From an optimization exercise on the open Yosys and OpenROAD flow, aimed at small area; shortcuts taken in it are not production practice.
Only simulation tests tie the RTL to the original design; equivalence was not proved.
The clock input has no modelled driver; a real chip could not lean on it and would need a root buffer or a full tree.
Power is estimated from default activity; no workload was simulated.

==> flow/design.v (excerpt) <==
module washingmachine_top (
	clk,
	rst_n,
	i_start_n,
	i_water_full_n,
	i_acc_n,
	o_state,
	o_index_n,
	o_seg_n,
	o_lsb
);
For scale: roughly 180 cells after synthesis, ~35 flip-flops, roughly 30 I/O pins.
==> flow/config.mk <==
export PLATFORM = sky130hd
export DESIGN_NAME = washingmachine_top
export DESIGN_NICKNAME = washingmachine_top
export VERILOG_FILES = /design/flow/design.v
export SDC_FILE = /design/flow/constraint.sdc
export NUM_CORES = 4
export LEC_CHECK = 0
export CAP_MARGIN = 5
export CORE_MARGIN = 2
export CORE_UTILIZATION = 40
export SLEW_MARGIN = 5
==> flow/constraint.sdc <==
create_clock -name core_clock -period 20.0 [get_ports {clk}]
set_input_delay 4.0000 -clock core_clock [delete_from_list [all_inputs] [get_ports {clk}]]
set_output_delay 4.0000 -clock core_clock [all_outputs]
set_load 0.01 [all_outputs]
standard.sh (not shown) runs the stock make flow with config.mk's settings and CLKGATE_MAP_FILE= SYNTH_SCRIPT=/design/flow/synth_recipe.tcl, a recipe that flattens the netlist after the stock synthesis.
==> flow/flow/run.sh <==
#!/bin/bash
# Own layout flow: the standard layout (standard.sh) with these changes:
#  - synthesis runs flow/synth.tcl: the standard synthesis script with
#    area-oriented abc scripts (flow/abc_*.abc, the smallest result is kept)
#    and no half/full adder cell extraction (registers, their names and cell
#    types are unchanged);
#  - port buffers are the smallest buffer cell (buf_1);
set -euo pipefail
W=$(pwd)
CTS_ARGS=$(cat flow/cts_args)
sed -e "s#SYNTH_SCRIPT=[^ ]*synth_recipe.tcl#SYNTH_SCRIPT=$W/flow/synth.tcl 'BUFFER_PORTS_ARGS=-buffer_cell sky130_fd_sc_hd__buf_1' 'CTS_ARGS=$CTS_ARGS' POST_CTS_TCL=$W/flow/post_cts.tcl#" standard.sh > own_standard.sh
grep -q "SYNTH_SCRIPT=$W/flow/synth.tcl" own_standard.sh
bash own_standard.sh > own_flow.log 2>&1
==> flow/flow/abc_c2s3.abc <==
strash
&get -n
&deepsyn -T 60 -S 3
&dch -f
&nf -a -R 1000
&put
topo
==> flow/flow/abc_c2s4.abc <==
strash
&get -n
&deepsyn -T 60 -S 4
&dch -f
&nf -a -R 1000
&put
topo
==> flow/flow/abc_d3s3.abc <==
strash
&get -n
&deepsyn -T 60 -S 3
&dch -f
&nf -a -R 1000
&put
strash
&get -n
&dch -f
&nf -a -R 1000
&put
topo
==> flow/flow/abc_d3s4.abc <==
strash
&get -n
&deepsyn -T 60 -S 4
&dch -f
&nf -a -R 1000
&put
strash
&get -n
&dch -f
&nf -a -R 1000
&put
topo
==> flow/flow/post_cts.tcl <==
set block [ord::get_db_block]
set root [$block findInst clkbuf_0_clk]
if {$root ne "NULL" && $root ne ""} {
  set in_net [[$root findITerm A] getNet]
  set out_net [[$root findITerm X] getNet]
  set loads {}
  foreach it [$out_net getITerms] {
    if {[[$it getInst] getName] ne [$root getName]} { lappend loads $it }
  }
  if {[llength $loads] <= 4 && [llength [$in_net getITerms]] == 1} {
    foreach it $loads { $it disconnect; $it connect $in_net }
    odb::dbInst_destroy $root
    odb::dbNet_destroy $out_net
    puts "own flow: removed clock root buffer, clock port drives [llength $loads] leaf buffers"
  } else {
    puts "own flow: clock root buffer kept ([llength $loads] loads)"
  }
}
Other scripts of this flow, unchanged in this note and not shown: flow/flow/abc_c2s1.abc, flow/flow/abc_c2s2.abc, flow/flow/abc_d3s1.abc, flow/flow/abc_d3s2.abc, flow/flow/cts_args, flow/flow/synth.tcl
The first run completed with no timing, DRC or antenna violations.
Edit:
==> flow/flow/run.sh (replaced) <==
#!/bin/bash
# Own layout flow: the standard layout (standard.sh) with these changes:
#  - synthesis runs flow/synth.tcl: the standard synthesis script with an
#    area-oriented abc script and no half/full adder cell extraction
#    (registers, their names and cell types are unchanged);
#  - port buffers are the smallest buffer cell (buf_1);
#  - clock tree synthesis uses the arguments in flow/cts_args (no dummy loads).
# Each tool's output goes to a log file in this folder (own_flow.log, and
# ORFS's own logs under orfs/logs).
set -euo pipefail
W=$(pwd)
CTS_ARGS=$(cat flow/cts_args)
sed -e "s#SYNTH_SCRIPT=[^ ]*synth_recipe.tcl#SYNTH_SCRIPT=$W/flow/synth.tcl 'BUFFER_PORTS_ARGS=-buffer_cell sky130_fd_sc_hd__buf_1' 'CTS_ARGS=$CTS_ARGS'#" standard.sh > own_standard.sh
grep -q "SYNTH_SCRIPT=$W/flow/synth.tcl" own_standard.sh
bash own_standard.sh > own_flow.log 2>&1
Settings changed: CAP_MARGIN 5 to 20, SLEW_MARGIN 5 to 20.
removed: flow/flow/abc_c2s3.abc
removed: flow/flow/abc_c2s4.abc
removed: flow/flow/abc_d3s3.abc
removed: flow/flow/abc_d3s4.abc
removed: flow/flow/post_cts.tcl
Design area increases slightly.
Cell count decreases slightly.
Setup slack gets worse by 0.18 ns.
Hold slack gets worse by 0.0043 ns.
Routed wire length decreases slightly.
Sequential cell count is unchanged.
First-iteration DRC count increases by roughly a tenth.
Power decreases by a few percent.

run 1:
washingmachine_top, a different RTL version from the one above (not shown whole).
Size in the first run: roughly 210 cells after synthesis, about 39 flip-flops, about 30 I/O pins, roughly 1700 µm² of cells after synthesis.
Settings: LEC_CHECK=0, CAP_MARGIN=20, CORE_MARGIN=2, CORE_UTILIZATION=40, SLEW_MARGIN=20; clock period 20.0 ns.
==> flow/flow/run.sh <==
#!/bin/bash
# Own layout flow: the standard layout (standard.sh) with these changes:
#  - synthesis runs flow/synth.tcl: the standard synthesis script with an
#    area-oriented abc script and no half/full adder cell extraction
#    (registers, their names and cell types are unchanged);
#  - port buffers are the smallest buffer cell (buf_1);
#  - clock tree synthesis uses the arguments in flow/cts_args (no dummy loads).
# Each tool's output goes to a log file in this folder (own_flow.log, and
# ORFS's own logs under orfs/logs).
set -euo pipefail
W=$(pwd)
CTS_ARGS=$(cat flow/cts_args)
sed -e "s#SYNTH_SCRIPT=[^ ]*synth_recipe.tcl#SYNTH_SCRIPT=$W/flow/synth.tcl 'BUFFER_PORTS_ARGS=-buffer_cell sky130_fd_sc_hd__buf_1' 'CTS_ARGS=$CTS_ARGS'#" standard.sh > own_standard.sh
grep -q "SYNTH_SCRIPT=$W/flow/synth.tcl" own_standard.sh
bash own_standard.sh > own_flow.log 2>&1
==> flow/flow/area.abc <==
strash
dc2
&get -n
&deepsyn -I 4 -T 20
&dch -f
&nf -a -R 1000
&put
strash
dch -f
map -a
topo
==> flow/flow/cts_args <==
-repair_clock_nets -buf_list sky130_fd_sc_hd__clkbuf_8 -dont_use_dummy_load
==> flow/flow/synth.tcl <==
proc synth {args} { yosys synth -nofsm -noshare {*}$args }
proc extract_fa {args} { puts "own flow: extract_fa skipped, adders go to abc" }
set ::own_abc_script [file join [file dirname [file normalize [info script]]] area.abc]
proc abc {args} {
  set i [lsearch -exact $args -script]
  if {$i >= 0} {
    set args [lreplace $args $i [expr {$i + 1}] -script $::own_abc_script]
  }
  puts "own flow: abc $args"
  yosys abc {*}$args
}
source $::env(SCRIPTS_DIR)/synth.tcl
# left out here: clear keep_hierarchy, flatten, clean up, hide names made inside functions, write 1_2_yosys.v
The final layout from run 1, which completed every stage, passed the timing, DRC and antenna checks at the end of the flow.
Input-level comparison between run 2 and run 1:
==> flow/flow/cts_args <==
-sink_clustering_enable -repair_clock_nets -buf_list sky130_fd_sc_hd__clkbuf_4 -dont_use_dummy_load
==> comparison <==
- Switching power (run 2 vs. run 1) decreases by a few percent
- The via count of run 2 and that of run 1 are within noise of each other.
- Diff run 2..run 1 | net count of the finished layout | unchanged
- Worst setup margin: run 2 and run 1 compared, lower one is run 2
- Of run 2 and run 1, run 1 shows the higher share of total power in the clock network, with run 2 below it.
- Met2 wirelength from detailed routing, run 2 and run 1: larger value in run 1
### run 2 -> run 3
# run 2
export LEC_CHECK = 0
export CAP_MARGIN = 20
export CORE_MARGIN = 2
export CORE_UTILIZATION = 40
export SLEW_MARGIN = 20
create_clock -name core_clock -period 20.0 [get_ports {clk}]
# run 3
export LEC_CHECK = 0
export ABC_AREA = 1
export CAP_MARGIN = 20
export CORE_MARGIN = 2
export CORE_UTILIZATION = 40
export SLEW_MARGIN = 20
create_clock -name core_clock -period 20.0 [get_ports {clk}]
==> flow/run.sh (new file) <==
#!/bin/bash
# synth_recipe.tcl (not shown) runs the flow's synth.tcl, then flattens the netlist and writes it again
# the make line also repeats each setting of config.mk as NAME=value (left out here)
make -C /OpenROAD-flow-scripts/flow DESIGN_CONFIG=/design/flow/config.mk WORK_HOME=/design/flow/orfs CLKGATE_MAP_FILE= SYNTH_SCRIPT=/design/flow/synth_recipe.tcl finish
removed: flow/flow/run.sh
removed: flow/flow/area.abc
removed: flow/flow/cts_args
removed: flow/flow/synth.tcl
removed: flow/standard.sh
### Flow results
Looking at clock latency at the later pin of the worst-skew pair, run 3 sits 0.05 ns below run 2.
NOTE power of the combinational group run 2->run 3 increased by more than a quarter
Going from run 2 to run 3, well tap count increased 40%; global routing usage summed across all routing layers down 1.0 points.
Run 3 went all the way through synthesis, placement and routing and the layout is clean on timing, DRC and antenna.
Clock network fraction of total power (run 3 over run 2): increase, 3.8 points
Relative to run 3, the following input files were edited for run 4:
# run 3
export LEC_CHECK = 0
export ABC_AREA = 1
export CAP_MARGIN = 20
export CORE_MARGIN = 2
export CORE_UTILIZATION = 40
export SLEW_MARGIN = 20
create_clock -name core_clock -period 20.0 [get_ports {clk}]
# run 4
export LEC_CHECK = 0
export CAP_MARGIN = 20
export CORE_MARGIN = 2
export CORE_UTILIZATION = 40
export CTS_BUF_LIST = sky130_fd_sc_hd__clkbuf_4
export SLEW_MARGIN = 20
create_clock -name core_clock -period 20.0 [get_ports {clk}]
==> flow/flow/run.sh (new file) <==
#!/bin/bash
# Own layout flow: the standard layout (standard.sh) with two changes:
#  - synthesis runs flow/synth.tcl: the standard synthesis script with an
#    area-oriented abc script and no half/full adder cell extraction
#    (registers and their names are unchanged);
#  - port buffers are the smallest buffer cell (buf_1).
# Each tool's output goes to a log file in this folder.
set -euo pipefail
W=$(pwd)
sed -e "s#SYNTH_SCRIPT=[^ ]*synth_recipe.tcl#SYNTH_SCRIPT=$W/flow/synth.tcl 'BUFFER_PORTS_ARGS=-buffer_cell sky130_fd_sc_hd__buf_1'#" standard.sh > own_standard.sh
grep -q "SYNTH_SCRIPT=$W/flow/synth.tcl" own_standard.sh
bash own_standard.sh > own_flow.log 2>&1
==> flow/flow/area.abc (new file) <==
strash
dc2
&get -n
&deepsyn -I 4 -T 20
&dch -f
&nf -a -R 1000
&put
strash
dch -f
map -a
topo
==> flow/flow/synth.tcl (new file) <==
proc synth {args} { yosys synth -nofsm -noshare {*}$args }
proc extract_fa {args} { puts "own flow: extract_fa skipped, adders go to abc" }
set ::own_abc_script [file join [file dirname [file normalize [info script]]] area.abc]
proc abc {args} {
  set i [lsearch -exact $args -script]
  if {$i >= 0} {
    set args [lreplace $args $i [expr {$i + 1}] -script $::own_abc_script]
  }
  puts "own flow: abc $args"
  yosys abc {*}$args
}
source $::env(SCRIPTS_DIR)/synth.tcl
# left out here: clear keep_hierarchy, flatten, clean up, hide names made inside functions, write 1_2_yosys.v
==> flow/standard.sh (new file) <==
#!/bin/bash
# synth_recipe.tcl (not shown) runs the flow's synth.tcl, then flattens the netlist and writes it again
# the make line also repeats each setting of config.mk as NAME=value (left out here)
make -C /OpenROAD-flow-scripts/flow DESIGN_CONFIG=/design/flow/config.mk WORK_HOME=/design/flow/orfs CLKGATE_MAP_FILE= SYNTH_SCRIPT=/design/flow/synth_recipe.tcl "${@:-finish}"
removed: flow/run.sh
## What came out
Lower distinct cell type count after synthesis goes to run 4 over run 3. Run 4 vs. run 3: final clock period utilization by the worst path went down by 1.5 points. Going from run 3 to run 4, register-to-register slack shrinks by 1.45 ns. Compared to run 3, run 4 shows a wider setup margin. NOTE: routed wire length in run 4 falls short of that of run 3. Of run 3 and run 4, run 4 shows the lower data arrival time of the critical path, with run 3 above it. Diff run 3 -> run 4: worst hold margin shows an increase of 0.014 ns, final instance area shows a reduction of 600 µm², peak supply drop shows an increase of 0.0000040 V, post-layout total power shows a reduction of 17%, wire length of the first global-routing pass shows a reduction of 14%.
#### Input delta (run 5 over run 4)
# run 4
export LEC_CHECK = 0
export CAP_MARGIN = 20
export CORE_MARGIN = 2
export CORE_UTILIZATION = 40
export CTS_BUF_LIST = sky130_fd_sc_hd__clkbuf_4
export SLEW_MARGIN = 20
create_clock -name core_clock -period 20.0 [get_ports {clk}]
# run 5
export LEC_CHECK = 0
export CAP_MARGIN = 20
export CORE_MARGIN = 2
export CORE_UTILIZATION = 40
export SLEW_MARGIN = 20
create_clock -name core_clock -period 20.0 [get_ports {clk}]
==> flow/flow/run.sh <==
#!/bin/bash
# Own layout flow: the standard layout (standard.sh) with these changes:
#  - synthesis runs flow/synth.tcl: the standard synthesis script with an
#    area-oriented abc script and no half/full adder cell extraction
#    (registers, their names and cell types are unchanged);
#  - port buffers are the smallest buffer cell (buf_1);
#  - clock tree synthesis uses the arguments in flow/cts_args (no dummy loads).
# Each tool's output goes to a log file in this folder (own_flow.log, and
# ORFS's own logs under orfs/logs).
set -euo pipefail
W=$(pwd)
CTS_ARGS=$(cat flow/cts_args)
sed -e "s#SYNTH_SCRIPT=[^ ]*synth_recipe.tcl#SYNTH_SCRIPT=$W/flow/synth.tcl 'BUFFER_PORTS_ARGS=-buffer_cell sky130_fd_sc_hd__buf_1' 'CTS_ARGS=$CTS_ARGS'#" standard.sh > own_standard.sh
grep -q "SYNTH_SCRIPT=$W/flow/synth.tcl" own_standard.sh
bash own_standard.sh > own_flow.log 2>&1
==> flow/flow/cts_args (new file) <==
-sink_clustering_enable -repair_clock_nets -buf_list sky130_fd_sc_hd__clkbuf_8 -dont_use_dummy_load -sink_clustering_size 50 -sink_clustering_max_diameter 500
--- outcome ---
- Status: largest stage delay on the critical path parity (run 5, run 4)
- Run 5 falls short of run 4 in power.
- Looking at hold slack across run 4 and run 5, the one that comes out lower is run 5.
- Looking at clock buffer count in the final layout, run 5 sits 1 below run 4.
- Between run 4 and run 5, the difference in final wirelength is negligible.
- Relative contribution of sequential cells to total power ended up 1.8 points lower on run 5 than on run 4.
- The peak supply drop of run 5 is higher than that of run 4.
- Summary of run 5 over run 4: total placed instance area about even, worst-case setup margin in the final layout went up 0.070 ns, number of buffers inserted for hold repair after clock tree synthesis stayed essentially flat.

lane 1:
washingmachine_top with an RTL version that a note above also has.
Size in the first run: about 180 cells after synthesis, ~35 flip-flops, about 30 I/O pins.
export LEC_CHECK = 0
export CAP_MARGIN = 5
export CORE_MARGIN = 2
export CORE_UTILIZATION = 40
export GPL_TIMING_DRIVEN = 0
export SLEW_MARGIN = 5
create_clock -name core_clock -period 20.0 [get_ports {clk}]
==> flow/flow/run.sh <==
#!/bin/bash
# Own layout flow: the standard layout (standard.sh) with these changes:
#  - synthesis runs flow/synth.tcl: the standard synthesis script with
#    area-oriented abc scripts (flow/abc_*.abc, the smallest result is kept)
#    and no half/full adder cell extraction (registers, their names and cell
#    types are unchanged);
#  - port buffers are the smallest buffer cell (buf_1);
set -euo pipefail
W=$(pwd)
CTS_ARGS=$(cat flow/cts_args)
sed -e "s#SYNTH_SCRIPT=[^ ]*synth_recipe.tcl#SYNTH_SCRIPT=$W/flow/synth.tcl 'BUFFER_PORTS_ARGS=-buffer_cell sky130_fd_sc_hd__buf_1' 'CTS_ARGS=$CTS_ARGS' POST_CTS_TCL=$W/flow/post_cts.tcl#" standard.sh > own_standard.sh
grep -q "SYNTH_SCRIPT=$W/flow/synth.tcl" own_standard.sh
bash own_standard.sh > own_flow.log 2>&1
==> flow/flow/abc_c2s3.abc <==
strash
&get -n
&deepsyn -T 60 -S 3
&dch -f
&nf -a -R 1000
&put
topo
==> flow/flow/abc_c2s4.abc <==
strash
&get -n
&deepsyn -T 60 -S 4
&dch -f
&nf -a -R 1000
&put
topo
==> flow/flow/abc_d3s3.abc <==
strash
&get -n
&deepsyn -T 60 -S 3
&dch -f
&nf -a -R 1000
&put
strash
&get -n
&dch -f
&nf -a -R 1000
&put
topo
==> flow/flow/abc_d3s4.abc <==
strash
&get -n
&deepsyn -T 60 -S 4
&dch -f
&nf -a -R 1000
&put
strash
&get -n
&dch -f
&nf -a -R 1000
&put
topo
==> flow/flow/post_cts.tcl <==
set block [ord::get_db_block]
set root [$block findInst clkbuf_0_clk]
if {$root ne "NULL" && $root ne ""} {
  set in_net [[$root findITerm A] getNet]
  set out_net [[$root findITerm X] getNet]
  set loads {}
  foreach it [$out_net getITerms] {
    if {[[$it getInst] getName] ne [$root getName]} { lappend loads $it }
  }
  if {[llength $loads] <= 4 && [llength [$in_net getITerms]] == 1} {
    foreach it $loads { $it disconnect; $it connect $in_net }
    odb::dbInst_destroy $root
    odb::dbNet_destroy $out_net
    puts "own flow: removed clock root buffer, clock port drives [llength $loads] leaf buffers"
  } else {
    puts "own flow: clock root buffer kept ([llength $loads] loads)"
  }
}
Other scripts of this flow, unchanged in this note and not shown: flow/flow/abc_c2s1.abc, flow/flow/abc_c2s2.abc, flow/flow/abc_d3s1.abc, flow/flow/abc_d3s2.abc, flow/flow/cts_args, flow/flow/synth.tcl
The inputs of lane 2 differ from those of lane 1 as listed below.
- a change of CAP_MARGIN from 5 to 0
- a change of CORE_UTILIZATION from 40 to 60
- a change of SLEW_MARGIN from 5 to 0
- a deleted GPL_TIMING_DRIVEN that had been 0
==> flow/flow/run.sh <==
#!/bin/bash
# Own layout flow: the standard layout (standard.sh) with these changes:
#  - synthesis runs flow/synth.tcl: the standard synthesis script with an
#    area-oriented abc script and no half/full adder cell extraction
#    (registers, their names and cell types are unchanged);
#  - port buffers are the smallest buffer cell (buf_1);
#  - clock tree synthesis uses the arguments in flow/cts_args (no dummy loads).
# Each tool's output goes to a log file in this folder (own_flow.log, and
# ORFS's own logs under orfs/logs).
set -euo pipefail
W=$(pwd)
CTS_ARGS=$(cat flow/cts_args)
sed -e "s#SYNTH_SCRIPT=[^ ]*synth_recipe.tcl#SYNTH_SCRIPT=$W/flow/synth.tcl 'BUFFER_PORTS_ARGS=-buffer_cell sky130_fd_sc_hd__buf_1' 'CTS_ARGS=$CTS_ARGS'#" standard.sh > own_standard.sh
grep -q "SYNTH_SCRIPT=$W/flow/synth.tcl" own_standard.sh
bash own_standard.sh > own_flow.log 2>&1
removed: flow/flow/abc_c2s3.abc
removed: flow/flow/abc_c2s4.abc
removed: flow/flow/abc_d3s3.abc
removed: flow/flow/abc_d3s4.abc
removed: flow/flow/post_cts.tcl
### Flow results
- Against lane 1, via count of the first global-routing pass in lane 2 fell by a few percent.
- Lane 2 does worse than lane 1 on total wire length after detailed routing.
- On number of instances in the placed design: between lane 1 and lane 2, it ends up higher for lane 1.
- Lane 1 ended up with o_lsb[3] as its worst setup path endpoint; lane 2 ended up with o_seg_n[4].
- NOTE fmax lane 1->lane 2 decreased by a few percent
Input changes introduced in lane 3 (baseline for comparison: lane 2):
- PLACE_DENSITY now 0.85, previously not set
- CORE_UTILIZATION now 40, was 60
- CAP_MARGIN now 5, was 0
- GPL_TIMING_DRIVEN now 0, previously not set
- SLEW_MARGIN now 5, was 0
==> flow/flow/run.sh <==
#!/bin/bash
# Own layout flow: the standard layout (standard.sh) with these changes:
#  - synthesis runs flow/synth.tcl: the standard synthesis script with
#    area-oriented abc scripts (flow/abc_*.abc, the smallest result is kept)
#    and no half/full adder cell extraction (registers, their names and cell
#    types are unchanged);
#  - port buffers are the smallest buffer cell (buf_1);
set -euo pipefail
W=$(pwd)
CTS_ARGS=$(cat flow/cts_args)
sed -e "s#SYNTH_SCRIPT=[^ ]*synth_recipe.tcl#SYNTH_SCRIPT=$W/flow/synth.tcl 'BUFFER_PORTS_ARGS=-buffer_cell sky130_fd_sc_hd__buf_1' 'CTS_ARGS=$CTS_ARGS' POST_CTS_TCL=$W/flow/post_cts.tcl#" standard.sh > own_standard.sh
grep -q "SYNTH_SCRIPT=$W/flow/synth.tcl" own_standard.sh
bash own_standard.sh > own_flow.log 2>&1
==> flow/flow/abc_c2s3.abc (new file) <==
strash
&get -n
&deepsyn -T 60 -S 3
&dch -f
&nf -a -R 1000
&put
topo
==> flow/flow/abc_c2s4.abc (new file) <==
strash
&get -n
&deepsyn -T 60 -S 4
&dch -f
&nf -a -R 1000
&put
topo
==> flow/flow/abc_d3s3.abc (new file) <==
strash
&get -n
&deepsyn -T 60 -S 3
&dch -f
&nf -a -R 1000
&put
strash
&get -n
&dch -f
&nf -a -R 1000
&put
topo
==> flow/flow/abc_d3s4.abc (new file) <==
strash
&get -n
&deepsyn -T 60 -S 4
&dch -f
&nf -a -R 1000
&put
strash
&get -n
&dch -f
&nf -a -R 1000
&put
topo
==> flow/flow/post_cts.tcl (new file) <==
set block [ord::get_db_block]
set root [$block findInst clkbuf_0_clk]
if {$root ne "NULL" && $root ne ""} {
  set in_net [[$root findITerm A] getNet]
  set out_net [[$root findITerm X] getNet]
  set loads {}
  foreach it [$out_net getITerms] {
    if {[[$it getInst] getName] ne [$root getName]} { lappend loads $it }
  }
  if {[llength $loads] <= 4 && [llength [$in_net getITerms]] == 1} {
    foreach it $loads { $it disconnect; $it connect $in_net }
    odb::dbInst_destroy $root
    odb::dbNet_destroy $out_net
    puts "own flow: removed clock root buffer, clock port drives [llength $loads] leaf buffers"
  } else {
    puts "own flow: clock root buffer kept ([llength $loads] loads)"
  }
}
==> comparison <==
[compare] base=lane 2 new=lane 3: number of global-route vias before repair went up by about 9%; hold slack essentially unchanged; net switching power figure now sits higher.
The following lists how lane 4 was set up differently from lane 3:
- PLACE_DENSITY no longer set, was 0.85
- GPL_TIMING_DRIVEN no longer set, was 0
removed: flow/flow/abc_c2s3.abc
removed: flow/flow/abc_c2s4.abc
removed: flow/flow/abc_d3s3.abc
removed: flow/flow/abc_d3s4.abc
Results
number[3] as the first element of the critical path was reported by lane 3, and number[2] by lane 4.
| sequential-to-total area share from yosys stat | lane 4 vs lane 3 | 0.17 points lower |
[compare] base=lane 3 new=lane 4: part of the power in the clock network went up 1.1 points, worst path setup slack after routing went down 37 ps, utilization after layout held, via count of the first global-routing pass went down about 1.4%, design area held.
Sort lane 3 and lane 4 by per-instance average area after synthesis, descending, and lane 4 comes first.
Lane 4 vs lane 3, instance count: lane 4 lower
Lane 3 and lane 4 ended up with nearly the same share of final layout cell area taken by clock buffers and inverters.

## static timing again, ports no longer ideal
How much do the figures lean on ideal ports? The routed layouts below were timed once more, with nothing changed but the port constraints.
Step 1 (the two cells are an assumption about what drives the block):
set clk [get_ports {clk}]
set_driving_cell -lib_cell sky130_fd_sc_hd__clkbuf_16 $clk
set_driving_cell -lib_cell sky130_fd_sc_hd__buf_2 [delete_from_list [all_inputs] $clk]
Step 2, shift: input delay + t, output delay - t, t = (earliest + latest rising clock arrival at the registers) / 2. This alone moves slack from input paths to output paths.
Three values: ideal, step 1, step 2; two values: the first two.
run | t, ns | slack for setup (ns) | hold slack, ns | worst setup path after step 2 | latest minus earliest clock arrival (ns)
the first run of note 1 | 0.196 | 14.442 / 14.403 / 14.599 | 0.360 / 0.360 / 0.360 | register to output | 0.025 / 0.025
the second run of note 1 | 0.345 | 14.259 / 14.235 / 14.579 | 0.356 / 0.356 / 0.356 | register to output | 0.012 / 0.013
run 1 | 0.311 | 14.276 / 14.247 / 14.558 | 0.366 / 0.366 / 0.366 | register to output | 0.008 / 0.008
run 2 | 0.352 | 14.220 / 14.197 / 14.549 | 0.371 / 0.371 / 0.371 | register to output | 0.013 / 0.013
run 3 | 0.309 | 13.902 / 13.877 / 14.186 | 0.356 / 0.356 / 0.356 | register to output | 0.007 / 0.007
run 4 | 0.356 | 14.207 / 14.184 / 14.540 | 0.371 / 0.371 / 0.371 | register to output | 0.008 / 0.008
run 5 | 0.311 | 14.276 / 14.247 / 14.558 | 0.366 / 0.366 / 0.366 | register to output | 0.008 / 0.008
lane 1 | 0.198 | 14.514 / 14.475 / 14.673 | 0.362 / 0.362 / 0.362 | register to output | 0.036 / 0.036
lane 2 | 0.338 | 14.249 / 14.227 / 14.565 | 0.351 / 0.351 / 0.351 | register to output | 0.010 / 0.010
lane 3 | 0.192 | 14.463 / 14.423 / 14.615 | 0.353 / 0.353 / 0.353 | register to output | 0.014 / 0.014
lane 4 | 0.192 | 14.426 / 14.388 / 14.580 | 0.356 / 0.356 / 0.356 | register to output | 0.013 / 0.013
After both steps setup and hold are still met in every run listed.
